Background: an optimization exercise with open tools, aiming at small area. Do not read the settings as production practice.
Only simulation tests tie the RTL to the original design; equivalence was not proved.
The flow treats the clock pin as an ideal source, which a real chip does not have.
Power and IR drop assume default switching activity.

==> design/flow/design.v <==
module top (
    input  wire bb_clk_in,
    input  wire rst_h,
    output wire DATA1,
    output wire DATA2,
    input  wire COM1,
    input  wire COM2
);
wire clk = bb_clk_in;
reg       q2;
reg [1:0] c3;    
always @(posedge clk or posedge rst_h)
    if (rst_h) begin
        q2 <= 1'b0;
        c3 <= 2'd0;
    end else begin
        q2 <= ~q2;
        c3 <= {c3 != 2'd2, c3[1] ^ c3[0]};
    end
wire s2  = ~q2;
wire s3  = (c3 == 2'd3);
wire smp = (c3 == 2'd2);
reg r1, r2;          
reg a1, a2;      
reg rx_in;       
reg line;        
always @(posedge clk) begin
    r1 <= COM1;
    r2 <= COM2;
    if (smp) begin
        a1 <= COM1;
        a2 <= COM2;
        rx_in <= line ? a2 : a1;
    end
end
reg       in_q, in_qq;
reg       ract;      
reg       rdec;      
reg [1:0] takt;
reg [3:0] bitc;      
reg [7:0] rbyte;
reg       rpar;
wire rs_start = ract && (bitc == 4'd0);
wire rs_wnw   = ract && (bitc == 4'd11);
wire rs_recv  = ract && !rs_start && !rs_wnw;
wire spad = in_qq & ~in_q;
wire rfail = !ract && (takt == 2'd2);
wire dot  = in_qq;
wire rerr = (bitc == 4'd0)  ? dot :
            (bitc == 4'd9)  ? ~(dot ^ rpar) :
            (bitc == 4'd10) ? ~dot : 1'b0;
wire shift_en = (bitc != 4'd0) && (bitc < 4'd9);
wire rd_en = rs_wnw && (takt == 2'd2);
always @(posedge clk or posedge rst_h)
    if (rst_h) begin
        ract  <= 1'b0;
        rdec  <= 1'b0;
    end else if (s3) begin
        if (!ract) begin
            rdec <= 1'b0;
            if (spad) ract <= 1'b1;
        end else if (rs_wnw) begin
            if (!spad && takt == 2'd1) ract <= 1'b0;
        end else begin
            if (rs_recv && takt == 2'd3) rdec <= 1'b1;
            if (takt == 2'd1 && rerr) ract <= 1'b0;
        end
    end
always @(posedge clk)
    if (s3) begin
        in_q  <= rx_in;
        in_qq <= in_q;
        if (!ract || (rs_wnw && spad)) begin
            takt <= 2'd0;
            bitc <= 4'd0;
        end else begin
            takt <= takt + 2'd1;
            if (takt == 2'd1) bitc <= bitc + 4'd1;
        end
        if (rs_recv && takt == 2'd1 && shift_en) begin
            rbyte <= {dot, rbyte[7:1]};
            rpar  <= rpar ^ dot;
        end
        if (rs_start) rpar <= 1'b0;
    end
localparam D_IDLE = 3'd0, D_HDR = 3'd1, D_BODY = 3'd2, D_CHECK = 3'd3, D_OK = 3'd4, D_BAD = 3'd5;
reg [2:0]  dst;
reg [1:0]  idx;
reg [15:0] rem;      
reg        rdecr;    
reg        rbor;     
reg [1:0]  cls;      
reg [15:0] rcrc;
wire rx_crc_step = s3 && rs_recv && (bitc == 4'd9 || bitc == 4'd10);
wire rx_crc_bit  = rbyte[{bitc[0], takt[1], ~takt[0]}];
wire front   = s3 && rs_recv && (takt == 2'd3) && !rdec;
wire rem_load = s3 && rs_recv && (takt == 2'd1) && shift_en && (dst == D_HDR) && idx[1];
wire rem_step = s3 && ract && rdecr && (bitc != 4'd0) && (bitc < 4'd5);
wire rx_byte = s3 && rd_en;
wire rx_done = (dst == D_OK) || (dst == D_BAD);
wire rx_ok   = (dst == D_OK);
wire rx_busy = (dst != D_IDLE);
always @(posedge clk or posedge rst_h)
    if (rst_h)
        dst <= D_IDLE;
    else case (dst)
        D_IDLE: if (front) dst <= D_HDR;
        D_HDR: if (s3) begin
            if (rfail) dst <= D_BAD;
            else if (rd_en) begin
                if (idx == 2'd0 && rbyte != 8'ha5) dst <= D_BAD;
                else if (idx == 2'd3) dst <= D_BODY;
            end
        end
        D_BODY: if (s3) begin
            if (rfail) dst <= D_BAD;
            else if (rd_en && !rdecr && idx == 2'd1) dst <= D_CHECK;
        end
        D_CHECK: dst <= (rcrc == 16'd0) ? D_OK : D_BAD;
        default: dst <= D_IDLE;
    endcase
always @(posedge clk)
    if (dst == D_IDLE)
        rcrc <= 16'hffff;
    else if ((dst == D_HDR || dst == D_BODY) && rx_crc_step)
        rcrc <= {rcrc[14:0], 1'b0} ^ ((rcrc[15] ^ rx_crc_bit) ? 16'h1021 : 16'h0000);
always @(posedge clk)
    if (dst == D_IDLE) begin
        idx  <= 2'd0;
        cls  <= 2'd0;
    end else if ((dst == D_HDR || dst == D_BODY) && rx_byte) begin
        if (dst == D_HDR || !rdecr) idx <= idx + 2'd1;
        if (dst == D_HDR && idx == 2'd1) cls <= {rbyte == 8'h04, rbyte[7:1] == 7'h01};
    end
always @(posedge clk) begin
    if (s3 && rs_start) begin
        rdecr <= (dst == D_BODY) && (rem != 16'd0);
        rbor  <= 1'b1;
    end else if (rem_step)
        rbor <= rbor & ~rem[8];
    if (rem_load || rem_step) begin
        rem[14:8] <= rem[15:9];
        rem[6:0]  <= rem[7:1];
        rem[7]    <= rem[8] ^ (rem_step & rbor);
        rem[15]   <= rem_load ? dot : rem[0];
    end
end
reg [1:0] rxs;       
reg [4:0] rcnt;
always @(posedge clk or posedge rst_h)
    if (rst_h) begin
        rxs  <= 2'd0;
        line <= 1'b0;
    end else case (rxs)
        2'd0: if (s3 && (!r1 || !r2)) begin
            line <= r1;
            rxs  <= 2'd2;
        end
        2'd1: rxs <= 2'd0;
        2'd2: if (s3) begin
            if (rx_busy) rxs <= 2'd3;
            else if (rcnt == 5'd31) rxs <= 2'd1;
        end
        default: if (rx_done) rxs <= 2'd1;
    endcase
always @(posedge clk)
    if (rxs != 2'd2) rcnt <= 5'd0;
    else if (s3) rcnt <= rcnt + 5'd1;
localparam T_IDLE = 4'd0, T_WAIT = 4'd1, T_RX = 4'd2, T_P1 = 4'd3, T_P2 = 4'd4, T_P3 = 4'd5,
           T_S0 = 4'd6, T_S1 = 4'd7, T_S2 = 4'd8, T_SEND = 4'd9, T_CEND = 4'd10,
           T_F1 = 4'd11, T_F2 = 4'd12, T_F3 = 4'd13;
reg [3:0]  txs;
reg        ferr, fdat;
reg [10:0] M;        
reg [15:0] pcnt;     
reg        coding, out;
reg        pt;       
reg [3:0]  count;
wire hdr    = (M[10:4] == 7'h7f);
wire crcreg = (M[10:4] == 7'h7e) && (M[3:1] == 3'b111);
wire crc_hi = fdat ? (M == 11'h7ee) : (M == 11'h7fe);
wire is_crc = crcreg || (hdr && M[2] && M[1] && !fdat);
reg [7:0] tbyte;
always @* begin
    if (hdr) begin
        case (M[2:0])
            3'd3:    tbyte = fdat ? 8'h12 : {7'h01, ferr};
            3'd4:    tbyte = fdat ? 8'h07 : 8'h00;
            3'd5:    tbyte = fdat ? 8'hf0 : 8'h00;
            3'd6:    tbyte = pcnt[15:8];
            3'd7:    tbyte = pcnt[7:0];
            default: tbyte = 8'hb6;
        endcase
    end else
        tbyte = M[7:0];
end
wire [2:0] bi = count[2:0] - 3'd2;   
wire [3:0] cj = {~M[0], bi};
reg [15:0] gmask;
reg        kbit, sbit0, sbit1;
always @* begin
    case (cj)
        4'd0: begin gmask = 16'he091; kbit = 1'b0; sbit0 = 1'b0; sbit1 = 1'b0; end
        4'd1: begin gmask = 16'hc122; kbit = 1'b1; sbit0 = 1'b0; sbit1 = 1'b0; end
        4'd2: begin gmask = 16'h8245; kbit = 1'b1; sbit0 = 1'b0; sbit1 = 1'b0; end
        4'd3: begin gmask = 16'h048b; kbit = 1'b1; sbit0 = 1'b1; sbit1 = 1'b1; end
        4'd4: begin gmask = 16'h0916; kbit = 1'b1; sbit0 = 1'b0; sbit1 = 1'b1; end
        4'd5: begin gmask = 16'hf2bd; kbit = 1'b1; sbit0 = 1'b1; sbit1 = 1'b0; end
        4'd6: begin gmask = 16'he57a; kbit = 1'b1; sbit0 = 1'b1; sbit1 = 1'b1; end
        4'd7: begin gmask = 16'hcaf4; kbit = 1'b0; sbit0 = 1'b1; sbit1 = 1'b1; end
        4'd8: begin gmask = 16'h95e9; kbit = 1'b1; sbit0 = 1'b0; sbit1 = 1'b1; end
        4'd9: begin gmask = 16'h2bd3; kbit = 1'b1; sbit0 = 1'b0; sbit1 = 1'b1; end
        4'd10: begin gmask = 16'h57a6; kbit = 1'b1; sbit0 = 1'b1; sbit1 = 1'b0; end
        4'd11: begin gmask = 16'haf4c; kbit = 1'b0; sbit0 = 1'b1; sbit1 = 1'b1; end
        4'd12: begin gmask = 16'hbe09; kbit = 1'b0; sbit0 = 1'b1; sbit1 = 1'b0; end
        4'd13: begin gmask = 16'h7c12; kbit = 1'b1; sbit0 = 1'b1; sbit1 = 1'b0; end
        4'd14: begin gmask = 16'hf824; kbit = 1'b0; sbit0 = 1'b0; sbit1 = 1'b0; end
        4'd15: begin gmask = 16'hf048; kbit = 1'b1; sbit0 = 1'b0; sbit1 = 1'b0; end
    endcase
end
wire crcbit = fdat ? ((^(pcnt & gmask)) ^ kbit) : (ferr ? sbit1 : sbit0);
wire dbit   = is_crc ? crcbit : tbyte[bi];
wire last = is_crc && M[0];    
wire load = s2 && coding && !last && (count == 4'd0);
reg  sel;
always @* begin
    case (count)
        4'd0:    sel = 1'b1;
        4'd1:    sel = pt;
        4'd2, 4'd3, 4'd4, 4'd5, 4'd6, 4'd7, 4'd8, 4'd9:
                 sel = dbit;
        default: sel = pt;
    endcase
end
always @(posedge clk or posedge rst_h)
    if (rst_h)
        txs <= T_IDLE;
    else case (txs)
        T_IDLE: if (s3 && (!r1 || !r2)) txs <= T_WAIT;
        T_WAIT: if (s3) begin
            if (rx_busy) txs <= T_RX;
            else if (M[4:0] == 5'd31) txs <= T_IDLE;
        end
        T_RX: if (rx_done) txs <= (cls != 2'd0) ? T_P1 : T_IDLE;
        T_S0, T_S1, T_S2: if (s2) txs <= txs + 4'd1;
        T_SEND: if (s2 && coding && count == 4'd2 && crc_hi) txs <= T_CEND;
        T_CEND: if (s2 && !coding) txs <= T_F1;
        T_F3: txs <= T_IDLE;
        default: txs <= txs + 4'd1;
    endcase
always @(posedge clk) begin
    if (txs == T_RX && rx_done) begin
        ferr <= !rx_ok;
        fdat <= rx_ok && cls[1];
    end
end
always @(posedge clk)
    if (txs == T_P3)
        M <= 11'h7f9;
    else if (txs == T_IDLE)
        M <= 11'd0;
    else if (load || (txs == T_WAIT && s3))
        M <= M + 11'd1;
always @(posedge clk or posedge rst_h)
    if (rst_h)
        pcnt <= 16'd0;
    else begin
        if (load && fdat && M == 11'h7fd) pcnt[7:0] <= pcnt[7:0] + 8'd1;
        if (txs == T_F1 && fdat && pcnt[7:0] == 8'd0) pcnt[15:8] <= pcnt[15:8] + 8'd1;
    end
always @(posedge clk or posedge rst_h)
    if (rst_h) begin
        coding <= 1'b0;
        out    <= 1'b1;
    end else if (s2) begin
        if (txs == T_S2) coding <= 1'b1;
        else if (pt && count == 4'd1) coding <= 1'b0;
        out <= coding ? sel : 1'b1;
    end
always @(posedge clk)
    if (s2) begin
        count <= !coding ? 4'd0 : (count == 4'd10) ? 4'd0 : count + 4'd1;
        if (!coding)
            pt <= 1'b0;
        else if (count == 4'd10)
            pt <= last;
        else if (count == 4'd2)
            pt <= ~sel;
        else if (count > 4'd2)
            pt <= pt ^ sel;
    end
assign DATA1 = out;
assign DATA2 = out;
endmodule
==> design/flow/flow/run.sh <==
#!/bin/bash
# Standard layout, except: clock tree with small buffers and no dummy loads
# (leaf buffers that drive many flip-flops are then upsized, see
# post_cts.tcl), and the smallest buffer on each port.
export CTS_ARGS="-sink_clustering_enable -repair_clock_nets -dont_use_dummy_load -root_buf sky130_fd_sc_hd__clkbuf_8 -buf_list sky130_fd_sc_hd__clkbuf_4"
export BUFFER_PORTS_ARGS="-buffer_cell sky130_fd_sc_hd__buf_1"
export POST_CTS_TCL="$(pwd)/flow/post_cts.tcl"
bash standard.sh > standard.log 2>&1
==> design/flow/flow/post_cts.tcl <==
set block [ord::get_db_block]
set n 0
foreach inst [$block getInsts] {
  if {[[$inst getMaster] getName] != "sky130_fd_sc_hd__clkbuf_4"} { continue }
  set net [[$inst findITerm X] getNet]
  if {$net == "NULL"} { continue }
  set fo [expr {[llength [$net getITerms]] - 1}]
  if {$fo > 8} {
    replace_cell [get_cells [$inst getName]] sky130_fd_sc_hd__clkbuf_8
    incr n
  }
}
puts "post_cts: upsized $n clock buffers"
detailed_placement
check_placement -verbose
estimate_parasitics -placement
==> design/flow/standard.sh <==
#!/bin/bash
# synth_recipe.tcl (not shown) runs the flow's synth.tcl, then flattens the netlist and writes it again
# the make line also repeats each setting of config.mk as NAME=value (left out here)
make -C /OpenROAD-flow-scripts/flow DESIGN_CONFIG=/design/flow/config.mk WORK_HOME=/design/flow/orfs CLKGATE_MAP_FILE= SYNTH_SCRIPT=/design/flow/synth_recipe.tcl "${@:-finish}"
==> design/flow/config.mk <==
export PLATFORM = sky130hd
export DESIGN_NAME = top
export DESIGN_NICKNAME = top
export VERILOG_FILES = /design/flow/design.v
export SDC_FILE = /design/flow/constraint.sdc
export NUM_CORES = 4
export LEC_CHECK = 0
export CAP_MARGIN = 20
export CORE_MARGIN = 2
export CORE_UTILIZATION = 30
export SLEW_MARGIN = 20
==> design/flow/constraint.sdc <==
create_clock -name core_clock -period 6.0 [get_ports {bb_clk_in}]
set_input_delay 1.2000 -clock core_clock [delete_from_list [all_inputs] [get_ports {bb_clk_in}]]
set_output_delay 1.2000 -clock core_clock [all_outputs]
set_load 0.01 [all_outputs]
==> results by group, run 1 <==
Timing
  • Worst Max-Slew Pin Slew: 0.932 ns
  • Final Critical Period: 4.12 ns
  • Final setup skew: 0.0231 ns
  • Setup_tns: 0 ns
  • RSZ-0062 raised after global routing: no
  • Final worst slack: 1.88 ns
  • Final period util: 68.6%
  • Hold_ws: 0.423 ns
  • Final hold vios: 0
  • Max-slew violation count: 0
  • Fmax: 243 MHz
  • Slew margin rel.: 37.3%
  • Setup violations, final: 0

Global route
  • Pin count of the biggest net entering global routing: 38
  • Number of global-route vias before repair: 4775
  • Grt total ovfl: 0
  • First-pass GRT wire length: 23900 um
  • Total Routing Usage GR: 12.4%
  • Antenna violations before repair: 0

Synthesis
  • Netlist cell types: 67
  • Post-Synth Simple-Gate Area: 19.0%
  • Mapped Nets: 741
  • Ys async rst share: 28.4%
  • Leading area contributor after synthesis: edfxtp_1
  • XOR/XNOR Fraction of Synth Area: 7.13%
  • Yosys top cell area share: 19.8%
  • Syn Area/Cell: 9.55 sq um
  • Area contributors post-synth: edfxtp_1 (20%), dfrtp_1 (12%), dfxtp_1 (12%)
  • Area fraction in compound gates after synthesis: 12.8%
  • Largest family of logic cells by synthesized area: simple AND/OR/NAND/NOR gates
  • Mapped cell area: 0.00669 sq mm
  • Post-Syn Instances: 700
  • Main flop type after synthesis: edfxtp_1
  • Yosys warns: 1
  • Post-synth EDFFs: 44
  • Seq/Total Area, Yosys: 43.8%
  • Post-synthesis register bit count: 116
  • Post-Synth Adder-Cell Area: 6.92%
  • Post-synthesis mux area share: 5.74%

Worst setup path
  • Critical Path Start Type: register
  • Worst Path Max Fanout: 37
  • Worst Path Required: 6.16 ns
  • Crit path kind: register to register
  • Worst endpoint data arrival time: 4.27 ns
  • Worst Reg-to-Reg Cells: 12
  • CP endpoint kind: register

Clock network
  • CTS tree: built
  • CTS clk-pin slew, worst paths: 0.09 ns
  • Clk Latency, worst-skew pair: 0.40 ns
  • TritonCTS sink count: 116

Placement
  • Dpl cells: 951
  • Placer Congestion: 0.829
  • Post-DP HPWL: 9970 um
  • Pre-CTS setup slack: 1.61 ns
  • IO Port Bufs: 5

Floorplan
  • Io pins: 6
  • Die ar.: 0.0235 sq mm
  • Die span in x: 153 um
  • Vert. Die Dim: 153 um
  • Core Region: 0.0218 sq mm
  • Row count: 54
  • Starting Density: 30.6%

Min path
  • Hold Crit Depth: 0
  • Hold crit path type: register to register

Drt
  • Total routed wirelength: 14100 um
  • Drt pass-1 iters: 7
  • Number of vias per cell: 5.11
  • DR DRC count: 0
  • Post-route ant nets: 0
  • DR WL/cell: 14.6 um
  • Via count: 4951
  • Initial DRC Count: 374

Finish
  • # fillers: 2273
  • Layout cells sized above 1: 5.81%
  • Ant diodes: 0
  • P&R area growth vs syn: 5.50%
  • Final net count: 731
  • Fin cells: 968

Status
  • Outcome: timing/DRC/antenna clean

Power and ir drop
  • Pwr/cell area: 268 mW/mm^2
  • Maximum vdd drop: 0.194 mV
  • Total power draw: 1.89 mW
  • Leakage: 2.56 nW

Flow run
  • Max cap viols: 0
[stage by stage]
stage	utilization, %	cell area (sq um)
floorplan	-	6690
global placement	31.6	6890
detailed placement	31.6	6890
global route	32.3	7050
finish	32.3	7050
[critical path, cell delays in order, from the launching register on]
cell and delay, ns:
edfxtp_1 0.66, ha_2 0.87, nor2_1 0.14, nor4b_1 0.31
a31oi_1 0.09, xnor2_1 0.17, xnor2_1 0.21, xnor3_1 0.35
xnor2_1 0.18, a21oi_1 0.09, nor2_1 0.17, mux2_1 0.35
o311a_1 0.29
[final timing paths]
path,from,endpoint,slack (ns)
worst max-delay path,count[1]$_SDFFCE_PP0N_,pt$_SDFFCE_PN0P_,1.88
worst min-delay path,rx_in$_DFFE_PN_,in_q$_DFFE_PP_,0.42
worst max register to register,count[1]$_SDFFCE_PP0N_,pt$_SDFFCE_PN0P_,1.88
worst min register to register,rx_in$_DFFE_PN_,in_q$_DFFE_PP_,0.42
max in group asynchronous,rst_h,rxs[0]$_DFFE_PP0P_,4.76
min in group asynchronous,rst_h,pcnt[6]$_DFFE_PP0P_,0.88
[cells in the final DEF (no fill, tap or decap), types with 5 or more instances in the layout]
| cell | n |
|---|---|
| a21oi_1 | 24 |
| a221oi_1 | 5 |
| a22oi_1 | 5 |
| a31oi_1 | 9 |
| and3_1 | 13 |
| buf_1 | 5 |
| clkbuf_4 | 12 |
| clkbuf_8 | 5 |
| dfrtp_1 | 32 |
| dfxtp_1 | 39 |
| edfxtp_1 | 44 |
| ha_1 | 36 |
| inv_1 | 30 |
| mux2i_1 | 26 |
| nand2_1 | 67 |
| nand2b_1 | 14 |
| nand3_1 | 19 |
| nand4_1 | 17 |
| nor2_1 | 65 |
| nor2b_1 | 9 |
| nor3_1 | 16 |
| nor4_1 | 9 |
| nor4b_1 | 5 |
| o211ai_1 | 8 |
| o21ai_0 | 39 |
| o21ai_1 | 9 |
| o22ai_1 | 5 |
| xnor2_1 | 35 |
| xor2_1 | 15 |
[logic make-up (layout without fill, tap and decap cells)]
logic type / Yosys count / in the layout
compound gates: 135 / 135
flops: 116 / 116
xor+xnor: 52 / 52
mux: 34 / 34
fa+ha+maj: 37 / 37
buf+inv: 69 / 57
simple gates: 257 / 257
[layout make-up]
| cell class | count | area, sq um | share of cell area, % |
|---|---|---|---|
| timing repair buffer | 8 | 41.3 | 0.585 |
| multi-input combinational | 515 | 3450 | 49.0 |
| clock buffer | 17 | 159 | 2.25 |
| tap | 280 | 350 | 4.97 |
| sequential | 116 | 2930 | 41.5 |
| inverter | 32 | 120 | 1.70 |
[registers in the layout, indices dropped and copies added, names as in the netlist, 3 cells and up]
name / count
count: 4
txs: 4
M: 11
pcnt: 16
dst: 3
rcrc: 16
rem: 16
bitc: 4
rbyte: 8
rcnt: 5
[cell usage after synthesis (5+ instances only)]
| cell type | instances |
|---|---|
| nor4b_1 | 5 |
| xnor2_1 | 35 |
| mux2i_1 | 26 |
| dfrtp_1 | 32 |
| inv_1 | 30 |
| ha_1 | 37 |
| o22ai_1 | 5 |
| nand2b_1 | 14 |
| a22oi_1 | 5 |
| a31oi_1 | 9 |
| nand4_1 | 17 |
| nor2b_1 | 9 |
| nor4_1 | 9 |
| buf_6 | 5 |
| nand2_1 | 67 |
| o21ai_0 | 39 |
| nand3_1 | 19 |
| nor3_1 | 16 |
| a21oi_1 | 24 |
| nor2_1 | 65 |
| dfxtp_1 | 39 |
| xor2_1 | 15 |
| clkbuf_1 | 24 |
| o211ai_1 | 8 |
| a221oi_1 | 5 |
| and3_1 | 13 |
| edfxtp_1 | 44 |
| o21ai_1 | 9 |
[where the power goes]
group,leakage (nW),switching (mW),total (mW),internal (mW)
combinational,1.32,0.295,0.498,0.202
sequential,1.16,0.100,0.981,0.881
clock,0.0912,0.246,0.413,0.167
[layer usage]
layer / up-vias / part of all wire [%] / GRT usage (%)
li1: 2473 / - / -
met4: 0 / 0.79 / 3.26
met3: 8 / 4.0 / 3.23
met1: 2380 / 50 / 17.1
met2: 90 / 45 / 19.3
met5: - / 0 / 0
==> run 2, diff against run 1 <==
==> design/flow/flow/run.sh (replaced) <==
#!/bin/bash
# Standard layout, except: clock tree with small buffers and no dummy loads
# (leaf buffers that drive many flip-flops are then upsized, see
# post_cts.tcl), and the smallest buffer on each port.
export CTS_ARGS="-sink_clustering_enable -repair_clock_nets -dont_use_dummy_load -sink_clustering_size 30 -sink_clustering_max_diameter 400 -root_buf sky130_fd_sc_hd__clkbuf_8 -buf_list sky130_fd_sc_hd__clkbuf_4"
export BUFFER_PORTS_ARGS="-buffer_cell sky130_fd_sc_hd__buf_1"
export POST_CTS_TCL="$(pwd)/flow/post_cts.tcl"
bash standard.sh > standard.log 2>&1
==> results by group, run 2 <==
Timing
  • Setup_tns: 0 ns (unchanged)
  • RSZ-0062 raised after global routing: no
  • Fmax: 243 MHz (unchanged)
  • Final setup skew: 0.0231 ns (unchanged)
  • Final period util: 68.6% (unchanged)
  • Worst Max-Slew Pin Slew: 0.932 ns (unchanged)
  • Slew margin rel.: 37.3% (unchanged)
  • Max-slew violation count: 0 (unchanged)
  • Final Critical Period: 4.12 ns (unchanged)
  • Setup violations, final: 0 (unchanged)
  • Hold_ws: 0.423 ns (unchanged)
  • Final hold vios: 0 (unchanged)

Worst setup path
  • Critical Path Start Type: register
  • Reg2Reg Setup Slack: 1.88 ns (about the same)
  • Worst Path Max Fanout: 37 (unchanged)
  • Worst setup startpoint: count[1]$_SDFFCE_PP0N_
  • Reg-to-Reg End: pt$_SDFFCE_PN0P_
  • Worst endpoint data arrival time: 4.27 ns (about the same)
  • Critical path destination: pt$_SDFFCE_PN0P_
  • Critical R2R Launch: count[1]$_SDFFCE_PP0N_
  • Crit path kind: register to register
  • CP endpoint kind: register
  • Worst Reg-to-Reg Cells: 12 (unchanged)
  • Worst Path Required: 6.16 ns (about the same)

Clock network
  • Clk Latency, worst-skew pair: 0.40 ns (about the same)
  • CTS clk-pin slew, worst paths: 0.09 ns (about the same)
  • TritonCTS sink count: 116 (unchanged)
  • CTS tree: built

Finish
  • P&R area growth vs syn: 5.50% (unchanged)
  • Most frequent cells in the layout: nand2_1 (67), nor2_1 (65), edfxtp_1 (44), dfxtp_1 (39), o21ai_0 (39)
  • Biggest regs: pcnt: 16 flops, rcrc: 16 flops, rem: 16 flops
  • # fillers: 2273 (unchanged)
  • Ant diodes: 0 (unchanged)
  • Commonest non-fill, non-tap cell in the layout: nand2_1
  • Final net count: 731 (unchanged)
  • Layout cells sized above 1: 5.81% (unchanged)

Flow run
  • Max cap viols: 0 (unchanged)

Drt
  • Via count: 4951 (unchanged)
  • Post-route ant nets: 0 (unchanged)
  • Total routed wirelength: 14100 um (unchanged)
  • Initial DRC Count: 374 (unchanged)
  • Number of vias per cell: 5.11 (unchanged)
  • DR DRC count: 0 (unchanged)
  • DR WL/cell: 14.6 um (unchanged)
  • Drt pass-1 iters: 7 (unchanged)

Synthesis
  • Leading area contributor after synthesis: edfxtp_1
  • Yosys top cell area share: 19.8% (unchanged)
  • Post-synthesis register bit count: 116 (unchanged)
  • Top cells by count, synth: nand2_1 (67), nor2_1 (65), edfxtp_1 (44), dfxtp_1 (39), o21ai_0 (39)
  • Syn Area/Cell: 9.55 sq um (unchanged)
  • Post-synth EDFFs: 44 (unchanged)
  • Mapped cell area: 0.00669 sq mm (unchanged)
  • Seq/Total Area, Yosys: 43.8% (unchanged)
  • Top-count cell post-synth: nand2_1
  • Mapped Nets: 741 (unchanged)
  • Netlist cell types: 67 (unchanged)
  • Yosys warns: 1 (unchanged)
  • Post-Syn Instances: 700 (unchanged)
  • Area contributors post-synth: edfxtp_1 (20%), dfrtp_1 (12%), dfxtp_1 (12%)
  • Main flop type after synthesis: edfxtp_1
  • Ys async rst share: 28.4% (unchanged)

Placement
  • IO Port Bufs: 5 (unchanged)
  • Post-DP HPWL: 9970 um (unchanged)
  • Placer Congestion: 0.829 (unchanged)

Global route
  • Busiest grt layer: met2
  • GR met2 Demand/Resource: 19.3% (unchanged)
  • Met3 usage: 3.23% (unchanged)
  • Pin count of the biggest net entering global routing: 38 (unchanged)
  • Antenna violations before repair: 0 (unchanged)
  • Met1 Resource Use GR: 17.1% (unchanged)
  • Total Routing Usage GR: 12.4% (unchanged)
  • First-pass GRT wire length: 23900 um (unchanged)
  • Number of global-route vias before repair: 4775 (unchanged)
  • Grt total ovfl: 0 (unchanged)

Floorplan
  • Core Region: 0.0218 sq mm (unchanged)
  • Vert. Die Dim: 153 um (unchanged)
  • Starting Density: 30.6% (unchanged)
  • Die span in x: 153 um (unchanged)
  • Row count: 54 (unchanged)
  • Io pins: 6 (unchanged)
  • Die ar.: 0.0235 sq mm (unchanged)

Power and ir drop
  • Leakage: 2.56 nW (unchanged)
  • Pwr/cell area: 268 mW/mm^2 (unchanged)
  • Maximum vdd drop: 0.194 mV (unchanged)

Status
  • Outcome: timing/DRC/antenna clean

Min path
  • Hold crit path type: register to register
  • Hold Crit Depth: 0 (unchanged)
==> run 2: cell counts after synthesis <==
No cell type changed its count.
==> run 2: cell type report <==
cell class | instances | area, sq um | area share, %
repair buffers | 8 | 41.3 | 0.585
clock buffers | 17 | 159 | 2.25
multi-input cells | 515 | 3450 | 49.0
flip-flops and latches | 116 | 2930 | 41.5
well taps | 280 | 350 | 4.97
inverters | 32 | 120 | 1.70
==> run 2: worst max-delay path, stage by stage, from the launching register on <==
cell	delay, ns
edfxtp_1	0.66
ha_2	0.87
nor2_1	0.14
nor4b_1	0.31
a31oi_1	0.09
xnor2_1	0.17
xnor2_1	0.21
xnor3_1	0.35
xnor2_1	0.18
a21oi_1	0.09
nor2_1	0.17
mux2_1	0.35
o311a_1	0.29
==> run 2: kinds of logic (layout without fill, tap and decap cells) <==
| group | Yosys count | count (layout) | share of synthesized area, % |
|---|---|---|---|
| mux | 34 | 34 | 5.74 |
| buf+inv | 69 | 57 | 4.57 |
| simple gates | 257 | 257 | 19.0 |
| flops | 116 | 116 | 43.8 |
| compound gates | 135 | 135 | 12.8 |
| fa+ha+maj | 37 | 37 | 6.92 |
| xor+xnor | 52 | 52 | 7.13 |
==> run 2: worst min-delay path by stage <==
stage	from	end	slack (ns)
final	rx_in$_DFFE_PN_	in_q$_DFFE_PP_	0.42
after global routing	rx_in$_DFFE_PN_	in_q$_DFFE_PP_	0.44
after detailed placement	rx_in$_DFFE_PN_	in_q$_DFFE_PP_	0.41
after global placement	rx_in$_DFFE_PN_	in_q$_DFFE_PP_	0.40
after floorplan	rx_in$_DFFE_PN_	in_q$_DFFE_PP_	0.40
==> run 2: where the power goes <==
part / switching (mW) / total (mW) / internal, mW / leakage, nW
Sequential: 0.100 / 0.981 / 0.881 / 1.16
Combinational: 0.295 / 0.498 / 0.202 / 1.32
Clock: 0.246 / 0.413 / 0.167 / 0.0912
Total: 0.642 / 1.89 / 1.25 / 2.56
==> run 2: layer usage <==
metal | wire [um] | vias up
met4 | 112 | 0
met3 | 565 | 8
met1 | 7020 | 2380
li1 | - | 2473
met5 | 0 | -
met2 | 6400 | 90
==> run 2: per-stage QoR <==
step / setup WS, ns / utilization (%) / instance area [sq um] / power, mW / std cells
2_1_floorplan: 2.49 / - / 6690 / 1.39 / 700
3_3_place_gp: 1.70 / 31.6 / 6890 / 1.48 / 951
3_5_place_dp: 1.61 / 31.6 / 6890 / 1.49 / 951
5_1_grt: 1.53 / 32.3 / 7050 / 2.03 / 968
6_report: 1.88 / 32.3 / 7050 / 1.89 / 968
==> run 3, diff against run 2 <==
--- a/design/flow/design.v
+++ b/design/flow/design.v
@@ -168,13 +168,14 @@
     else if (s3) rcnt <= rcnt + 5'd1;
 localparam T_IDLE = 4'd0, T_WAIT = 4'd1, T_RX = 4'd2, T_P1 = 4'd3, T_P2 = 4'd4, T_P3 = 4'd5,
-           T_S0 = 4'd6, T_S1 = 4'd7, T_S2 = 4'd8, T_SEND = 4'd9, T_CEND = 4'd10,
-           T_F1 = 4'd11, T_F2 = 4'd12, T_F3 = 4'd13;
+           T_S0 = 4'd6, T_S1 = 4'd7, T_S2 = 4'd8, T_SEND = 4'd9, T_CEND = 4'd10, T_CEND2 = 4'd11,
+           T_F1 = 4'd12, T_F2 = 4'd13, T_F3 = 4'd14;
 reg [3:0]  txs;
 reg        ferr, fdat;
 reg [10:0] M;        
 reg [15:0] pcnt;     
-reg        coding, out;
+reg        out;
 reg        pt;       
 reg [3:0]  count;
+wire coding = (txs == T_SEND) || (txs == T_CEND);
 wire hdr    = (M[10:4] == 7'h7f);
 wire crcreg = (M[10:4] == 7'h7e) && (M[3:1] == 3'b111);
@@ -245,5 +246,6 @@
         T_S0, T_S1, T_S2: if (s2) txs <= txs + 4'd1;
         T_SEND: if (s2 && coding && count == 4'd2 && crc_hi) txs <= T_CEND;
-        T_CEND: if (s2 && !coding) txs <= T_F1;
+        T_CEND: if (s2 && pt && count == 4'd1) txs <= T_CEND2;
+        T_CEND2: if (s2) txs <= T_F1;
         T_F3: txs <= T_IDLE;
         default: txs <= txs + 4'd1;
@@ -271,9 +273,6 @@
 always @(posedge clk or posedge rst_h)
     if (rst_h) begin
-        coding <= 1'b0;
         out    <= 1'b1;
     end else if (s2) begin
-        if (txs == T_S2) coding <= 1'b1;
-        else if (pt && count == 4'd1) coding <= 1'b0;
         out <= coding ? sel : 1'b1;
     end
==> design/flow/flow/run.sh (replaced) <==
#!/bin/bash
# Standard layout, except: clock tree with small buffers and no dummy loads
# (leaf buffers that drive many flip-flops are then upsized, see
# post_cts.tcl), and the smallest buffer on each port.
export CTS_ARGS="-sink_clustering_enable -repair_clock_nets -dont_use_dummy_load -root_buf sky130_fd_sc_hd__clkbuf_8 -buf_list sky130_fd_sc_hd__clkbuf_4"
export BUFFER_PORTS_ARGS="-buffer_cell sky130_fd_sc_hd__buf_1"
export POST_CTS_TCL="$(pwd)/flow/post_cts.tcl"
bash standard.sh > standard.log 2>&1
==> results by group, run 3 <==
Global route
  • Number of global-route vias before repair: 4769 (-0.13%)
  • Pin count of the biggest net entering global routing: 37 (-2.6%)
  • Antenna violations before repair: 0 (unchanged)
  • Grt total ovfl: 0 (unchanged)
  • Total Routing Usage GR: 12.5% (+0.13 points)
  • First-pass GRT wire length: 24200 um (+1.3%)

Finish
  • Ant diodes: 0 (unchanged)
  • P&R area growth vs syn: 6.09%
  • Commonest non-fill, non-tap cell in the layout: nor2_1
  • Final instance area: 0.00715 sq mm (+1.3%)
  • Biggest regs: pcnt: 16 flops, rcrc: 16 flops, rem: 16 flops
  • Layout cells sized above 1: 5.60% (-0.21 points)
  • Final net count: 739 (+1.1%)
  • Most frequent cells in the layout: nor2_1 (62), nand2_1 (60), edfxtp_1 (44), dfxtp_1 (39), o21ai_0 (38)

Drt
  • Post-route ant nets: 0 (unchanged)
  • Initial DRC Count: 306 (-18%)
  • Number of vias per cell: 5.20 (+1.7%)
  • Via count: 5077 (+2.5%)
  • Drt pass-1 iters: 5 (-2)
  • Total routed wirelength: 14300 um (+1.7%)
  • DR WL/cell: 14.7 um (+0.82%)
  • DR DRC count: 0 (unchanged)

Floorplan
  • Vert. Die Dim: 154 um (+0.38%)
  • Die ar.: 0.0237 sq mm (+0.75%)
  • Die span in x: 154 um (+0.38%)
  • Row count: 54 (unchanged)
  • Core Region: 0.0220 sq mm (+0.62%)
  • Starting Density: 30.7% (+0.045 points)
  • Io pins: 6 (unchanged)

Synthesis
  • Area contributors post-synth: edfxtp_1 (20%), dfxtp_1 (12%), dfrtp_1 (12%)
  • Yosys top cell area share: 19.6% (-0.15 points)
  • Top-count cell post-synth: nor2_1
  • Post-Syn Instances: 707 (+1.0%)
  • Leading area contributor after synthesis: edfxtp_1
  • Mapped Nets: 748 (+0.94%)
  • Ys async rst share: 27.8% (-0.62 points)
  • Seq/Total Area, Yosys: 43.1% (-0.70 points)
  • Post-synthesis register bit count: 115 (-0.86%)
  • Syn Area/Cell: 9.53 sq um (-0.23%)
  • Post-synth EDFFs: 44 (unchanged)
  • Yosys warns: 1 (unchanged)
  • Main flop type after synthesis: edfxtp_1
  • Netlist cell types: 70 (+4.5%)
  • Top cells by count, synth: nor2_1 (62), nand2_1 (60), edfxtp_1 (44), dfxtp_1 (39), o21ai_0 (38)
  • Mapped cell area: 0.00674 sq mm (+0.77%)

Worst setup path
  • Critical Path Start Type: register
  • Worst Reg-to-Reg Cells: 9 (-3)
  • Critical R2R Launch: count[1]$_SDFFCE_PP0N_
  • CP peak stage delay: 1.01 ns (+0.14 ns)
  • Reg-to-Reg End: pt$_SDFFCE_PP0P_
  • Worst Path Required: 6.17 ns (about the same)
  • Worst endpoint data arrival time: 4.59 ns (+0.32 ns)
  • Cell Chain, Critical Path: ha_1, inv_2, o311a_1, o32ai_2, xnor3_1, xnor3_1, xnor3_1, or3_1, and3_1
  • CP endpoint kind: register
  • Reg2Reg Setup Slack: 1.58 ns (-0.31 ns)
  • CP most frequent cell: xnor3_1
  • Crit path kind: register to register
  • Worst Path Max Fanout: 34 (-8.1%)
  • Slowest cell on crit path: ha_1

Power and ir drop
  • Total power draw: 1.74 mW (-8.0%)
  • Maximum vdd drop: 0.185 mV (-4.4%)
  • Leakage: 2.71 nW (+5.7%)
  • Switching share of total power: 31.6% (-2.3 points)
  • Int Power: 1.19 mW (-4.8%)
  • NetSw: 0.550 mW (-14%)
  • Clock share of power: 24.2% (+2.4 points)
  • Logic pwr share: 21.7% (-4.6 points)
  • Reg power frac: 54.0% (+2.1 points)
  • Pwr/cell area: 243 mW/mm^2 (-9.3%)

Timing
  • Final setup skew: 0.0316 ns (+0.00855 ns)
  • Setup violations, final: 0 (unchanged)
  • Final period util: 73.7% (+5.2 points)
  • Final worst slack: 1.58 ns (-0.309 ns)
  • Final hold vios: 0 (unchanged)
  • Max-slew violation count: 0 (unchanged)
  • Hold_ws: 0.441 ns (+0.0175 ns)
  • Slew margin rel.: 31.9% (-5.4 points)
  • Worst Max-Slew Pin Slew: 1.02 ns (+0.0870 ns)
  • Final Critical Period: 4.42 ns (+0.309 ns)
  • Setup_tns: 0 ns (unchanged)
  • RSZ-0062 raised after global routing: no
  • Fmax: 226 MHz (-7.0%)

Clock network
  • CTS clk-pin slew, worst paths: 0.09 ns (about the same)
  • CTS tree: built
  • TritonCTS sink count: 115 (-0.86%)
  • Clk Latency, worst-skew pair: 0.43 ns (+0.03 ns)

Min path
  • Hold_sp: rem[4]$_DFFE_PP_
  • Hold crit path type: register to register
  • Hold worst-path end: rem[3]$_DFFE_PP_
  • Hold Crit Depth: 0 (unchanged)

Status
  • Outcome: timing/DRC/antenna clean

Placement
  • Placer Congestion: 0.863 (+4.1%)
  • IO Port Bufs: 5 (unchanged)
  • Placement Cell Area: 0.00698 sq mm (+1.3%)
  • Post-DP HPWL: 10100 um (+1.3%)
  • Pre-CTS setup slack: 1.65 ns (+0.0426 ns)

Flow run
  • Max cap viols: 0 (unchanged)
==> run 3: cell types whose count changed after synthesis, moves of 4 or more <==
cell      before  now
nand2_1       67   60
o211ai_1       8   13
a31oi_1        9   14
clkbuf_1      24   28
nor4b_1        5    1
nand3_1       19   23
a221oi_1       5    0
o21ai_1        9    1
mux2i_1       26   21
nand2b_1      14   20
xor2_1        15    8
buf_6          5    0
nor2b_1        9   17
==> run 3: how the worst max path moves through the flow <==
| stage | start | endpoint |
|---|---|---|
| 3_5_place_dp | count[1]$_SDFFCE_PP0N_ | pt$_SDFFCE_PP0P_ |
| 2_1_floorplan | count[1]$_SDFFCE_PP0N_ | pt$_SDFFCE_PP0P_ |
| 5_1_grt | count[1]$_SDFFCE_PP0N_ | pt$_SDFFCE_PP0P_ |
| 6_report | count[1]$_SDFFCE_PP0N_ | pt$_SDFFCE_PP0P_ |
| 3_3_place_gp | count[1]$_SDFFCE_PP0N_ | pt$_SDFFCE_PP0P_ |
==> run 3: cells by family (layout without fill, tap and decap cells) <==
logic type | count (synthesis) | count (layout) | share of synthesized area [%]
AOI/OAI and AO/OA | 141 | 141 | 13.9
xor gates and xnor gates | 48 | 48 | 7.06
adders and majority gates | 37 | 37 | 6.87
buffers and inverters | 71 | 60 | 4.18
DFF | 115 | 115 | 43.1
muxes | 28 | 28 | 4.96
and+or+nand+nor | 267 | 267 | 19.9
==> run 3: metrics by stage <==
step | utilization (%) | cells
2_1_floorplan | - | 707
3_3_place_gp | 31.8 | 959
3_5_place_dp | 31.8 | 959
5_1_grt | 32.6 | 976
6_report | 32.6 | 976
==> run 3: power groups by stage <==
stage                     Clock [mW]  Sequential (mW)  Combinational [mW]
after floorplan                    0            0.920               0.324
after global placement             0            0.957               0.376
after detailed placement           0            0.955               0.376
after global routing           0.470            0.950               0.425
final                          0.422            0.940               0.378
==> run 3: area by class of cell <==
type	instances	area, sq um
Sequential cell	115	2900
Clock buffer	17	165
Fill cell	2242	14800
Multi-Input combinational cell	521	3550
Tap cell	280	350
Timing Repair Buffer	9	48.8
Inverter	34	128
==> run 3: metal layers <==
metal	GRT usage, %	up-vias	wire length, um
met5	0	-	0
met2	18.7	120	6350
met1	17.6	2406	7140
met4	4.81	0	290
li1	-	2522	-
met3	2.79	29	555
==> run 3: critical path: cells and delay by family (launching register included) <==
kind                       cells  cell delay (ns)
xor gates and xnor gates       3             1.08
adders and majority gates      1             1.01
DFF                            1             0.70
AOI/OAI and AO/OA              2             0.58
and+or+nand+nor                2             0.53
buffers and inverters          1             0.27
==> run 4, diff against run 3 <==
--- a/design/flow/design.v
+++ b/design/flow/design.v
@@ -86,8 +86,6 @@
 localparam D_IDLE = 3'd0, D_HDR = 3'd1, D_BODY = 3'd2, D_CHECK = 3'd3, D_OK = 3'd4, D_BAD = 3'd5;
 reg [2:0]  dst;
-reg [1:0]  idx;
+reg [1:0]  idx;      
 reg [15:0] rem;      
-reg        rdecr;    
-reg        rbor;     
 reg [1:0]  cls;      
 reg [15:0] rcrc;
@@ -96,5 +94,5 @@
 wire front   = s3 && rs_recv && (takt == 2'd3) && !rdec;
 wire rem_load = s3 && rs_recv && (takt == 2'd1) && shift_en && (dst == D_HDR) && idx[1];
-wire rem_step = s3 && ract && rdecr && (bitc != 4'd0) && (bitc < 4'd5);
+wire rem_step = s3 && ract && (dst == D_BODY) && idx[1] && (bitc != 4'd0) && (bitc < 4'd5);
 wire rx_byte = s3 && rd_en;
 wire rx_done = (dst == D_OK) || (dst == D_BAD);
@@ -115,5 +113,5 @@
         D_BODY: if (s3) begin
             if (rfail) dst <= D_BAD;
-            else if (rd_en && !rdecr && idx == 2'd1) dst <= D_CHECK;
+            else if (rd_en && idx == 2'd1) dst <= D_CHECK;
         end
         D_CHECK: dst <= (rcrc == 16'd0) ? D_OK : D_BAD;
@@ -130,17 +128,16 @@
         cls  <= 2'd0;
     end else if ((dst == D_HDR || dst == D_BODY) && rx_byte) begin
-        if (dst == D_HDR || !rdecr) idx <= idx + 2'd1;
+        if (dst == D_HDR || !idx[1]) idx <= idx + 2'd1;
         if (dst == D_HDR && idx == 2'd1) cls <= {rbyte == 8'h04, rbyte[7:1] == 7'h01};
-    end
+    end else if (dst == D_BODY && s3 && rs_start) begin
+        idx[1] <= (rem != 16'd0);
+        if (rem != 16'd0) idx[0] <= 1'b1;
+    end else if (rem_step)
+        idx[0] <= idx[0] & ~rem[8];
 always @(posedge clk) begin
-    if (s3 && rs_start) begin
-        rdecr <= (dst == D_BODY) && (rem != 16'd0);
-        rbor  <= 1'b1;
-    end else if (rem_step)
-        rbor <= rbor & ~rem[8];
     if (rem_load || rem_step) begin
         rem[14:8] <= rem[15:9];
         rem[6:0]  <= rem[7:1];
-        rem[7]    <= rem[8] ^ (rem_step & rbor);
+        rem[7]    <= rem[8] ^ (rem_step & idx[0]);
         rem[15]   <= rem_load ? dot : rem[0];
     end
==> design/flow/flow/run.sh (replaced) <==
#!/bin/bash
# Standard layout, except: clock tree with small buffers and no dummy loads
# (leaf buffers that drive many flip-flops are then upsized, see
# post_cts.tcl), and the smallest buffer on each port.
export CTS_ARGS="-repair_clock_nets -dont_use_dummy_load -root_buf sky130_fd_sc_hd__clkbuf_8 -buf_list sky130_fd_sc_hd__clkbuf_4"
export BUFFER_PORTS_ARGS="-buffer_cell sky130_fd_sc_hd__buf_1"
export POST_CTS_TCL="$(pwd)/flow/post_cts.tcl"
bash standard.sh > standard.log 2>&1
==> results by group, run 4 <==
Finish
  • Ant diodes: 0 (unchanged)
  • P&R area growth vs syn: 6.13% (about the same)
  • Biggest regs: pcnt: 16 flops, rcrc: 16 flops, rem: 16 flops
  • Most frequent cells in the layout: nand2_1 (73), nor2_1 (61), edfxtp_1 (43), dfxtp_1 (38), o21ai_0 (38)
  • Final instance area: 0.00698 sq mm (-2.4%)
  • Commonest non-fill, non-tap cell in the layout: nand2_1
  • Final net count: 723 (-2.2%)
  • Layout cells sized above 1: 6.62% (+1.0 points)

Worst setup path
  • Reg-to-Reg End: pt$_SDFFCE_PP0P_
  • Worst endpoint data arrival time: 4.29 ns (-0.30 ns)
  • Slowest cell on crit path: ha_1
  • Worst Path Buf+Inv: 0 (-1)
  • CP delay by family, top: adder cells
  • Worst Path Required: 6.15 ns (-0.02 ns)
  • Critical R2R Launch: count[1]$_SDFFCE_PP0N_
  • Worst Reg-to-Reg Cells: 12 (+3)
  • Critical Path Start Type: register
  • CP endpoint kind: register
  • Worst path depth: 12 (+3)
  • Reg2Reg Setup Slack: 1.86 ns (+0.28 ns)
  • Worst Path Max Fanout: 29 (-15%)
  • Critical path destination: pt$_SDFFCE_PP0P_
  • Worst setup startpoint: count[1]$_SDFFCE_PP0N_
  • Crit path kind: register to register
  • Cell Chain, Critical Path: ha_1, nand2b_1, and3_1, o21ai_1, xnor2_1, xnor3_1, xnor2_1, xor2_1, o21ai_2, and3_1, a311oi_1, o21ai_1
  • CP peak stage delay: 1.02 ns (about the same)

Synthesis
  • Yosys warns: 1 (unchanged)
  • Post-synth EDFFs: 43 (-2.3%)
  • Area contributors post-synth: edfxtp_1 (20%), dfrtp_1 (12%), dfxtp_1 (12%)
  • Yosys top cell area share: 19.6% (+0.032 points)
  • Post-Syn Instances: 689 (-2.5%)
  • Post-synthesis register bit count: 113 (-1.7%)
  • Leading area contributor after synthesis: edfxtp_1
  • Syn Area/Cell: 9.54 sq um (+0.12%)
  • Top cells by count, synth: nand2_1 (73), nor2_1 (61), edfxtp_1 (43), dfxtp_1 (38), o21ai_0 (38)
  • Netlist cell types: 69 (-1.4%)
  • Seq/Total Area, Yosys: 43.4% (+0.31 points)
  • Ys async rst share: 28.3% (+0.49 points)
  • Top-count cell post-synth: nand2_1
  • Mapped cell area: 0.00657 sq mm (-2.4%)
  • Main flop type after synthesis: edfxtp_1
  • Mapped Nets: 730 (-2.4%)

Clock network
  • CTS clk-pin slew, worst paths: 0.10 ns (about the same)
  • CTS tree: built
  • Clk Latency, worst-skew pair: 0.42 ns (about the same)
  • TritonCTS sink count: 113 (-1.7%)

Floorplan
  • Starting Density: 30.3% (-0.37 points)
  • Die span in x: 152 um (-1.2%)
  • Core Region: 0.0217 sq mm (-1.2%)
  • Io pins: 6 (unchanged)
  • Die ar.: 0.0231 sq mm (-2.4%)
  • Row count: 54 (unchanged)
  • Vert. Die Dim: 152 um (-1.2%)

Timing
  • Setup violations, final: 0 (unchanged)
  • Final Critical Period: 4.14 ns (-0.284 ns)
  • Setup_tns: 0 ns (unchanged)
  • Slew margin rel.: 40.4% (+8.5 points)
  • Final setup skew: 0.0433 ns (+0.0117 ns)
  • Final period util: 69.0% (-4.7 points)
  • Worst Max-Slew Pin Slew: 0.894 ns (-0.125 ns)
  • Final hold vios: 0 (unchanged)
  • RSZ-0062 raised after global routing: no
  • Max-slew violation count: 0 (unchanged)
  • Fmax: 241 MHz (+6.8%)

Global route
  • Antenna violations before repair: 0 (unchanged)
  • Number of global-route vias before repair: 4683 (-1.8%)
  • Pin count of the biggest net entering global routing: 35 (-5.4%)
  • Total Routing Usage GR: 12.3% (-0.20 points)
  • First-pass GRT wire length: 23400 um (-3.1%)
  • Grt total ovfl: 0 (unchanged)

Drt
  • DR WL/cell: 14.4 um (-2.0%)
  • DR DRC count: 0 (unchanged)
  • Total routed wirelength: 13800 um (-3.6%)
  • Number of vias per cell: 5.13 (-1.4%)
  • Post-route ant nets: 0 (unchanged)
  • Via count: 4926 (-3.0%)
  • Initial DRC Count: 444 (+45%)
  • Drt pass-1 iters: 5 (unchanged)

Flow run
  • Max cap viols: 0 (unchanged)

Placement
  • Post-DP HPWL: 9740 um (-3.6%)
  • IO Port Bufs: 5 (unchanged)
  • Placer Congestion: 0.889 (+3.0%)
  • Placement Cell Area: 0.00682 sq mm (-2.3%)

Power and ir drop
  • Leakage: 2.51 nW (-7.5%)
  • Maximum vdd drop: 0.158 mV (-15%)
  • Pwr/cell area: 289 mW/mm^2 (+19%)

Min path
  • Hold crit path type: register to register

Status
  • Outcome: timing/DRC/antenna clean
[run 4: cell count changes after synthesis, sizes merged, moves of 5 or more]
| cell | before | now |
|---|---|---|
| nand2 | 60 | 73 |
| nor2b | 17 | 6 |
| o21ai | 39 | 48 |
| nand2b | 20 | 12 |
| a31oi | 14 | 7 |
| clkbuf | 29 | 22 |
| xor2 | 8 | 15 |
| buf | 8 | 14 |
| a221oi | 0 | 5 |
| nand4 | 17 | 12 |
| o211ai | 13 | 8 |
| xnor2 | 36 | 31 |
[run 4: cell type report]
class | instances | area (sq um)
flip-flops and latches | 113 | 2850
well taps | 280 | 350
multi-input cells | 504 | 3430
inverters | 36 | 138
repair buffers | 10 | 56.3
fillers | 2204 | 14700
clock buffers | 17 | 153
[run 4: logic make-up after synthesis]
kind of cell    Yosys count  synth area share (%)
xor+xnor                 49                  7.27
mux                      32                  5.94
flops                   113                  43.4
simple gates            239                  17.5
buf+inv                  72                  4.55
compound gates          147                  14.3
fa+ha+maj                37                  7.04
[run 4: worst min-delay path by stage]
stage	start	end	slack, ns	depth (start not counted)
finish	rx_in$_DFFE_PN_	in_q$_DFFE_PP_	0.37	0
global route	rx_in$_DFFE_PN_	in_q$_DFFE_PP_	0.37	0
detailed placement	rx_in$_DFFE_PN_	in_q$_DFFE_PP_	0.41	0
global placement	rx_in$_DFFE_PN_	in_q$_DFFE_PP_	0.40	0
floorplan	rx_in$_DFFE_PN_	in_q$_DFFE_PP_	0.40	0
[run 4: metrics by stage]
stage | instances | total power [mW] | util, % | hold WS, ns | setup slack [ns]
2_1_floorplan | 689 | 1.49 | - | 0.400 | 2.94
3_3_place_gp | 943 | 1.62 | 31.5 | 0.403 | 2.00
3_5_place_dp | 943 | 1.63 | 31.5 | 0.407 | 1.90
5_1_grt | 960 | 2.17 | 32.2 | 0.374 | 1.60
6_report | 960 | 2.02 | 32.2 | 0.371 | 1.86
[run 4: layer usage]
metal / GRT usage (%) / routed length (um) / vias up
met3: 3.51 / 545 / 19
met1: 17.1 / 6910 / 2376
met5: 0 / 0 / -
met2: 18.4 / 6140 / 88
li1: - / - / 2443
met4: 4.18 / 224 / 0
[run 4: report_power, final]
| group | internal, mW | leakage (nW) | switching (mW) |
|---|---|---|---|
| logic | 0.264 | 1.34 | 0.379 |
| clock network | 0.159 | 0.0886 | 0.245 |
| registers | 0.865 | 1.08 | 0.104 |
==> run 5, diff against run 4 <==
==> design/flow/flow/run.sh (replaced) <==
#!/bin/bash
# Standard layout, except: clock tree with small buffers and no dummy loads
# (leaf buffers that drive many flip-flops are then upsized, see
# post_cts.tcl), and the smallest buffer on each port.
export CTS_ARGS="-sink_clustering_enable -repair_clock_nets -dont_use_dummy_load -sink_clustering_levels 1 -root_buf sky130_fd_sc_hd__clkbuf_8 -buf_list sky130_fd_sc_hd__clkbuf_4"
export BUFFER_PORTS_ARGS="-buffer_cell sky130_fd_sc_hd__buf_1"
export POST_CTS_TCL="$(pwd)/flow/post_cts.tcl"
bash standard.sh > standard.log 2>&1
==> results by group, run 5 <==
Status
  • Outcome: timing/DRC/antenna clean

Min path
  • Hold crit path type: register to register

Drt
  • WL met2: 6140 um (unchanged)
  • Total routed wirelength: 13800 um (unchanged)
  • Post-route ant nets: 0 (unchanged)
  • Initial DRC Count: 444 (unchanged)
  • Via count: 4926 (unchanged)
  • Number of vias per cell: 5.13 (unchanged)
  • Drt pass-1 iters: 5 (unchanged)
  • Top routing layer in use: met4
  • DR WL/cell: 14.4 um (unchanged)
  • DR DRC count: 0 (unchanged)
  • Routed wl met3: 545 um (unchanged)
  • Wire length on met1: 6910 um (unchanged)

Synthesis
  • Post-Syn Instances: 689 (unchanged)
  • Post-synth EDFFs: 43 (unchanged)
  • Area contributors post-synth: edfxtp_1 (20%), dfrtp_1 (12%), dfxtp_1 (12%)
  • Seq/Total Area, Yosys: 43.4% (unchanged)
  • Top-count cell post-synth: nand2_1
  • Yosys warns: 1 (unchanged)
  • Leading area contributor after synthesis: edfxtp_1
  • Top cells by count, synth: nand2_1 (73), nor2_1 (61), edfxtp_1 (43), dfxtp_1 (38), o21ai_0 (38)
  • Ys async rst share: 28.3% (unchanged)
  • Post-synthesis register bit count: 113 (unchanged)
  • Yosys top cell area share: 19.6% (unchanged)
  • Netlist cell types: 69 (unchanged)
  • Mapped cell area: 0.00657 sq mm (unchanged)
  • Mapped Nets: 730 (unchanged)
  • Syn Area/Cell: 9.54 sq um (unchanged)
  • Main flop type after synthesis: edfxtp_1

Floorplan
  • Io pins: 6 (unchanged)
  • Row count: 54 (unchanged)
  • Die ar.: 0.0231 sq mm (unchanged)
  • Core Region: 0.0217 sq mm (unchanged)
  • Vert. Die Dim: 152 um (unchanged)
  • Die span in x: 152 um (unchanged)
  • Starting Density: 30.3% (unchanged)

Clock network
  • CTS clk-pin slew, worst paths: 0.10 ns (about the same)
  • TritonCTS sink count: 113 (unchanged)
  • Clk Latency, worst-skew pair: 0.42 ns (about the same)
  • CTS tree: built

Worst setup path
  • Worst Path Required: 6.15 ns (about the same)
  • Worst Path Max Fanout: 29 (unchanged)
  • Crit path kind: register to register
  • CP endpoint kind: register
  • Cell Chain, Critical Path: ha_1, nand2b_1, and3_1, o21ai_1, xnor2_1, xnor3_1, xnor2_1, xor2_1, o21ai_2, and3_1, a311oi_1, o21ai_1
  • Slowest cell on crit path: ha_1
  • Worst endpoint data arrival time: 4.29 ns (about the same)
  • Critical Path Start Type: register
  • CP peak stage delay: 1.02 ns (about the same)

Timing
  • Final Critical Period: 4.14 ns (unchanged)
  • Final worst slack: 1.86 ns (unchanged)
  • RSZ-0062 raised after global routing: no
  • Final setup skew: 0.0433 ns (unchanged)
  • Final hold vios: 0 (unchanged)
  • Final period util: 69.0% (unchanged)
  • Fmax: 241 MHz (unchanged)
  • Worst Max-Slew Pin Slew: 0.894 ns (unchanged)
  • Slew margin rel.: 40.4% (unchanged)
  • Max-slew violation count: 0 (unchanged)
  • Setup violations, final: 0 (unchanged)
  • Setup_tns: 0 ns (unchanged)

Placement
  • IO Port Bufs: 5 (unchanged)
  • Placer Congestion: 0.889 (unchanged)
  • Post-DP HPWL: 9740 um (unchanged)
  • Placement Cell Area: 0.00682 sq mm (unchanged)
  • Pre-CTS setup slack: 1.90 ns (unchanged)

Power and ir drop
  • Maximum vdd drop: 0.158 mV (unchanged)
  • Total power draw: 2.02 mW (unchanged)
  • Pwr/cell area: 289 mW/mm^2 (unchanged)
  • Leakage: 2.51 nW (unchanged)

Finish
  • Final Util: 32.2% (unchanged)
  • Final net count: 723 (unchanged)
  • Layout cells sized above 1: 6.62% (unchanged)
  • Most frequent cells in the layout: nand2_1 (73), nor2_1 (61), edfxtp_1 (43), dfxtp_1 (38), o21ai_0 (38)
  • Commonest non-fill, non-tap cell in the layout: nand2_1
  • Ant diodes: 0 (unchanged)
  • P&R area growth vs syn: 6.13% (unchanged)
  • Biggest regs: pcnt: 16 flops, rcrc: 16 flops, rem: 16 flops
  • Final instance area: 0.00698 sq mm (unchanged)

Global route
  • Total Routing Usage GR: 12.3% (unchanged)
  • First-pass GRT wire length: 23400 um (unchanged)
  • Grt total ovfl: 0 (unchanged)
  • Antenna violations before repair: 0 (unchanged)
  • Pin count of the biggest net entering global routing: 35 (unchanged)
  • Number of global-route vias before repair: 4683 (unchanged)

Flow run
  • Max cap viols: 0 (unchanged)
==> run 5: cell counts in the layout (fill, tap and decap cells not counted) <==
Identical to the previous run, type by type.
==> run 5: final timing paths <==
kind / startpoint / end / slack (ns) / cells past startpoint
max in group asynchronous: rst_h / line$_DFFE_PP0P_ / 4.76 / 3
min: rx_in$_DFFE_PN_ / in_q$_DFFE_PP_ / 0.37 / 0
max: count[1]$_SDFFCE_PP0N_ / pt$_SDFFCE_PP0P_ / 1.86 / 12
min in group asynchronous: rst_h / ract$_DFFE_PP0P_ / 0.86 / 3
max reg2reg: count[1]$_SDFFCE_PP0N_ / pt$_SDFFCE_PP0P_ / 1.86 / 12
min reg2reg: rx_in$_DFFE_PN_ / in_q$_DFFE_PP_ / 0.37 / 0
==> run 5: final cells by class <==
| cell class | instances | area, sq um |
|---|---|---|
| clock buffers | 17 | 153 |
| fillers | 2204 | 14700 |
| inverters | 36 | 138 |
| multi-input cells | 504 | 3430 |
| flip-flops and latches | 113 | 2850 |
| well taps | 280 | 350 |
| repair buffers | 10 | 56.3 |
==> run 5: power by group <==
group / leakage [nW] / switching, mW / internal, mW
Clock: 0.0886 / 0.245 / 0.159
Combinational: 1.34 / 0.379 / 0.264
Sequential: 1.08 / 0.104 / 0.865
==> run 5: worst max-delay path, delay by kind of cell (launching register included) <==
family	cells	cell delay [ns]
xor+xnor	4	0.98
compound gates	4	0.54
flops	1	0.69
fa+ha+maj	1	1.02
simple gates	3	0.66
==> run 5: kinds of logic (layout without fill, tap and decap cells) <==
logic type | count (synthesis) | after routing | share of synthesized area, %
buffers and inverters | 72 | 63 | 4.55
adders and majority gates | 37 | 37 | 7.04
AOI/OAI and AO/OA | 147 | 147 | 14.3
muxes | 32 | 32 | 5.94
and+or+nand+nor | 239 | 239 | 17.5
xor gates and xnor gates | 49 | 49 | 7.27
DFF | 113 | 113 | 43.4
==> run 5: through the flow <==
stage | hold WS, ns | cells
floorplan | 0.400 | 689
global placement | 0.403 | 943
detailed placement | 0.407 | 943
global route | 0.374 | 960
finish | 0.371 | 960
==> run 5: routing by layer <==
metal / global-route usage [%] / up-vias
met4: 4.18 / 0
met3: 3.51 / 19
li1: - / 2443
met2: 18.4 / 88
met1: 17.1 / 2376
met5: 0 / -
==> run 6, diff against run 5 <==
==> design/flow/flow/run.sh (replaced) <==
#!/bin/bash
# Standard layout, except: clock tree with small buffers and no dummy loads
# (leaf buffers that drive many flip-flops are then upsized, see
# post_cts.tcl), and the smallest buffer on each port.
export CTS_ARGS="-sink_clustering_enable -repair_clock_nets -dont_use_dummy_load -root_buf sky130_fd_sc_hd__clkbuf_8 -buf_list sky130_fd_sc_hd__clkbuf_4"
export BUFFER_PORTS_ARGS="-buffer_cell sky130_fd_sc_hd__buf_1"
export POST_CTS_TCL="$(pwd)/flow/post_cts.tcl"
bash standard.sh > standard.log 2>&1
==> results by group, run 6 <==
Status
  • Outcome: timing/DRC/antenna clean

Floorplan
  • Core Region: 0.0217 sq mm (unchanged)
  • Io pins: 6 (unchanged)
  • Die ar.: 0.0231 sq mm (unchanged)
  • Row count: 54 (unchanged)
  • Die span in x: 152 um (unchanged)
  • Starting Density: 30.3% (unchanged)
  • Vert. Die Dim: 152 um (unchanged)

Worst setup path
  • Cell Chain, Critical Path: ha_1, nand2b_1, and3_1, o21ai_1, xnor2_1, xnor3_1, xnor2_1, xor2_1, o21ai_2, and3_1, a311oi_1, o21ai_1
  • Crit path kind: register to register
  • Critical R2R Launch: count[1]$_SDFFCE_PP0N_
  • Worst endpoint data arrival time: 4.29 ns (about the same)
  • Critical Path Start Type: register
  • Slowest cell on crit path: ha_1
  • CP peak stage delay: 1.02 ns (about the same)
  • Worst Path Max Fanout: 29 (unchanged)
  • Worst Reg-to-Reg Cells: 12 (unchanged)
  • CP endpoint kind: register
  • Reg2Reg Setup Slack: 1.86 ns (about the same)
  • Worst Path Required: 6.15 ns (about the same)
  • Reg-to-Reg End: pt$_SDFFCE_PP0P_

Synthesis
  • Yosys warns: 1 (unchanged)
  • Post-synthesis register bit count: 113 (unchanged)
  • Area contributors post-synth: edfxtp_1 (20%), dfrtp_1 (12%), dfxtp_1 (12%)
  • Ys async rst share: 28.3% (unchanged)
  • Mapped cell area: 0.00657 sq mm (unchanged)
  • Leading area contributor after synthesis: edfxtp_1
  • Top cells by count, synth: nand2_1 (73), nor2_1 (61), edfxtp_1 (43), dfxtp_1 (38), o21ai_0 (38)
  • Netlist cell types: 69 (unchanged)
  • Top-count cell post-synth: nand2_1
  • Syn Area/Cell: 9.54 sq um (unchanged)
  • Post-Syn Instances: 689 (unchanged)
  • Mapped Nets: 730 (unchanged)
  • Seq/Total Area, Yosys: 43.4% (unchanged)
  • Post-synth EDFFs: 43 (unchanged)
  • Yosys top cell area share: 19.6% (unchanged)
  • Main flop type after synthesis: edfxtp_1

Drt
  • Drt pass-1 iters: 5 (unchanged)
  • Post-route ant nets: 0 (unchanged)
  • DR WL/cell: 14.4 um (unchanged)
  • Via count: 4926 (unchanged)
  • DR DRC count: 0 (unchanged)
  • Total routed wirelength: 13800 um (unchanged)
  • Initial DRC Count: 444 (unchanged)
  • Number of vias per cell: 5.13 (unchanged)

Timing
  • Setup_tns: 0 ns (unchanged)
  • Fmax: 241 MHz (unchanged)
  • Final Critical Period: 4.14 ns (unchanged)
  • Worst Max-Slew Pin Slew: 0.894 ns (unchanged)
  • Slew margin rel.: 40.4% (unchanged)
  • Setup violations, final: 0 (unchanged)
  • Hold_ws: 0.371 ns (unchanged)
  • RSZ-0062 raised after global routing: no
  • Final period util: 69.0% (unchanged)
  • Max-slew violation count: 0 (unchanged)
  • Final setup skew: 0.0433 ns (unchanged)
  • Final hold vios: 0 (unchanged)

Global route
  • Grt total ovfl: 0 (unchanged)
  • Total Routing Usage GR: 12.3% (unchanged)
  • Antenna violations before repair: 0 (unchanged)
  • First-pass GRT wire length: 23400 um (unchanged)
  • Pin count of the biggest net entering global routing: 35 (unchanged)
  • Number of global-route vias before repair: 4683 (unchanged)

Placement
  • Placer Congestion: 0.889 (unchanged)
  • Dpl cells: 943 (unchanged)
  • Post-DP HPWL: 9740 um (unchanged)
  • IO Port Bufs: 5 (unchanged)

Finish
  • Biggest regs: pcnt: 16 flops, rcrc: 16 flops, rem: 16 flops
  • Ant diodes: 0 (unchanged)
  • Fin cells: 960 (unchanged)
  • Most frequent cells in the layout: nand2_1 (73), nor2_1 (61), edfxtp_1 (43), dfxtp_1 (38), o21ai_0 (38)
  • Final net count: 723 (unchanged)
  • Layout cells sized above 1: 6.62% (unchanged)
  • P&R area growth vs syn: 6.13% (unchanged)
  • Commonest non-fill, non-tap cell in the layout: nand2_1

Min path
  • Hold Crit Depth: 0 (unchanged)
  • Hold crit path type: register to register
  • Hold_sp: rx_in$_DFFE_PN_
  • Hold worst-path end: in_q$_DFFE_PP_

Clock network
  • TritonCTS sink count: 113 (unchanged)
  • CTS tree: built
  • CTS clk-pin slew, worst paths: 0.10 ns (about the same)
  • Clk Latency, worst-skew pair: 0.42 ns (about the same)

Power and ir drop
  • Leakage: 2.51 nW (unchanged)
  • Pwr/cell area: 289 mW/mm^2 (unchanged)
  • Maximum vdd drop: 0.158 mV (unchanged)

Flow run
  • Max cap viols: 0 (unchanged)
-- run 6: cell counts after synthesis --
No cell type changed its count.
-- run 6: worst max path at each step --
stage	start	endpoint	depth (start not counted)
5_1_grt	count[1]$_SDFFCE_PP0N_	pt$_SDFFCE_PP0P_	12
3_5_place_dp	count[1]$_SDFFCE_PP0N_	pt$_SDFFCE_PP0P_	12
6_report	count[1]$_SDFFCE_PP0N_	pt$_SDFFCE_PP0P_	12
2_1_floorplan	count[1]$_SDFFCE_PP0N_	pt$_SDFFCE_PP0P_	14
3_3_place_gp	count[1]$_SDFFCE_PP0N_	pt$_SDFFCE_PP0P_	12
-- run 6: power by group --
part / internal, mW / total, mW / switching (mW) / leakage [nW]
combinational: 0.264 / 0.643 / 0.379 / 1.34
clock: 0.159 / 0.404 / 0.245 / 0.0886
sequential: 0.865 / 0.969 / 0.104 / 1.08
total: 1.29 / 2.02 / 0.727 / 2.51
-- run 6: cells by family (layout without fill, tap and decap cells) --
logic type	count (synthesis)	count (layout)	synth area share, %
xor gates and xnor gates	49	49	7.27
muxes	32	32	5.94
and+or+nand+nor	239	239	17.5
adders and majority gates	37	37	7.04
buffers and inverters	72	63	4.55
DFF	113	113	43.4
AOI/OAI and AO/OA	147	147	14.3
-- run 6: area by class of cell --
class / instances / area (sq um)
Multi-Input combinational cell: 504 / 3430
Timing Repair Buffer: 10 / 56.3
Fill cell: 2204 / 14700
Tap cell: 280 / 350
Inverter: 36 / 138
Sequential cell: 113 / 2850
Clock buffer: 17 / 153
-- run 6: per-stage QoR --
step | worst slack (ns) | total power [mW] | util, % | instance area (sq um)
floorplan | 2.94 | 1.49 | - | 6570
global placement | 2.00 | 1.62 | 31.5 | 6820
detailed placement | 1.90 | 1.63 | 31.5 | 6820
global route | 1.60 | 2.17 | 32.2 | 6980
finish | 1.86 | 2.02 | 32.2 | 6980
-- run 6: worst max-delay path, delay by kind of cell (launching register included) --
kind / cells / cell delay [ns]
AOI/OAI and AO/OA: 4 / 0.54
xor gates and xnor gates: 4 / 0.98
adders and majority gates: 1 / 1.02
DFF: 1 / 0.69
and+or+nand+nor: 3 / 0.66
-- run 6: metal layers --
| layer | vias to the layer above | wire, um | track usage (%) |
|---|---|---|---|
| li1 | 2443 | - | - |
| met5 | - | 0 | 0 |
| met3 | 19 | 545 | 3.51 |
| met1 | 2376 | 6910 | 17.1 |
| met4 | 0 | 224 | 4.18 |
| met2 | 88 | 6140 | 18.4 |

## re-timing with driven ports
No port has a modelled driver above. Below, the same layouts with a new extraction and two added sets of constraints.
Step 1, drivers: a clkbuf_16 drives bb_clk_in and a buf_2 each remaining input, both assumed.
Step 2 also shifts input and output timing later by t, the mid clock arrival at the registers, as if the neighbouring blocks saw the same clock.
Slacks: ideal ports / drivers / drivers and shift; pairs: ideal ports / drivers.
run | t (ns) | setup WS [ns] | hold slack, ns | worst setup path after step 2
run 1 | 0.422 | 1.884 / 1.884 / 1.884 | 0.423 / 0.423 / 0.423 | register to register
run 2 | 0.422 | 1.884 / 1.884 / 1.884 | 0.423 / 0.423 / 0.423 | register to register
run 3 | 0.440 | 1.575 / 1.575 / 1.575 | 0.441 / 0.441 / 0.441 | register to register
run 4 | 0.438 | 1.859 / 1.859 / 1.859 | 0.371 / 0.371 / 0.371 | register to register
run 5 | 0.438 | 1.859 / 1.859 / 1.859 | 0.371 / 0.371 / 0.371 | register to register
run 6 | 0.438 | 1.859 / 1.859 / 1.859 | 0.371 / 0.371 / 0.371 | register to register
After both steps every run listed still meets setup and hold.
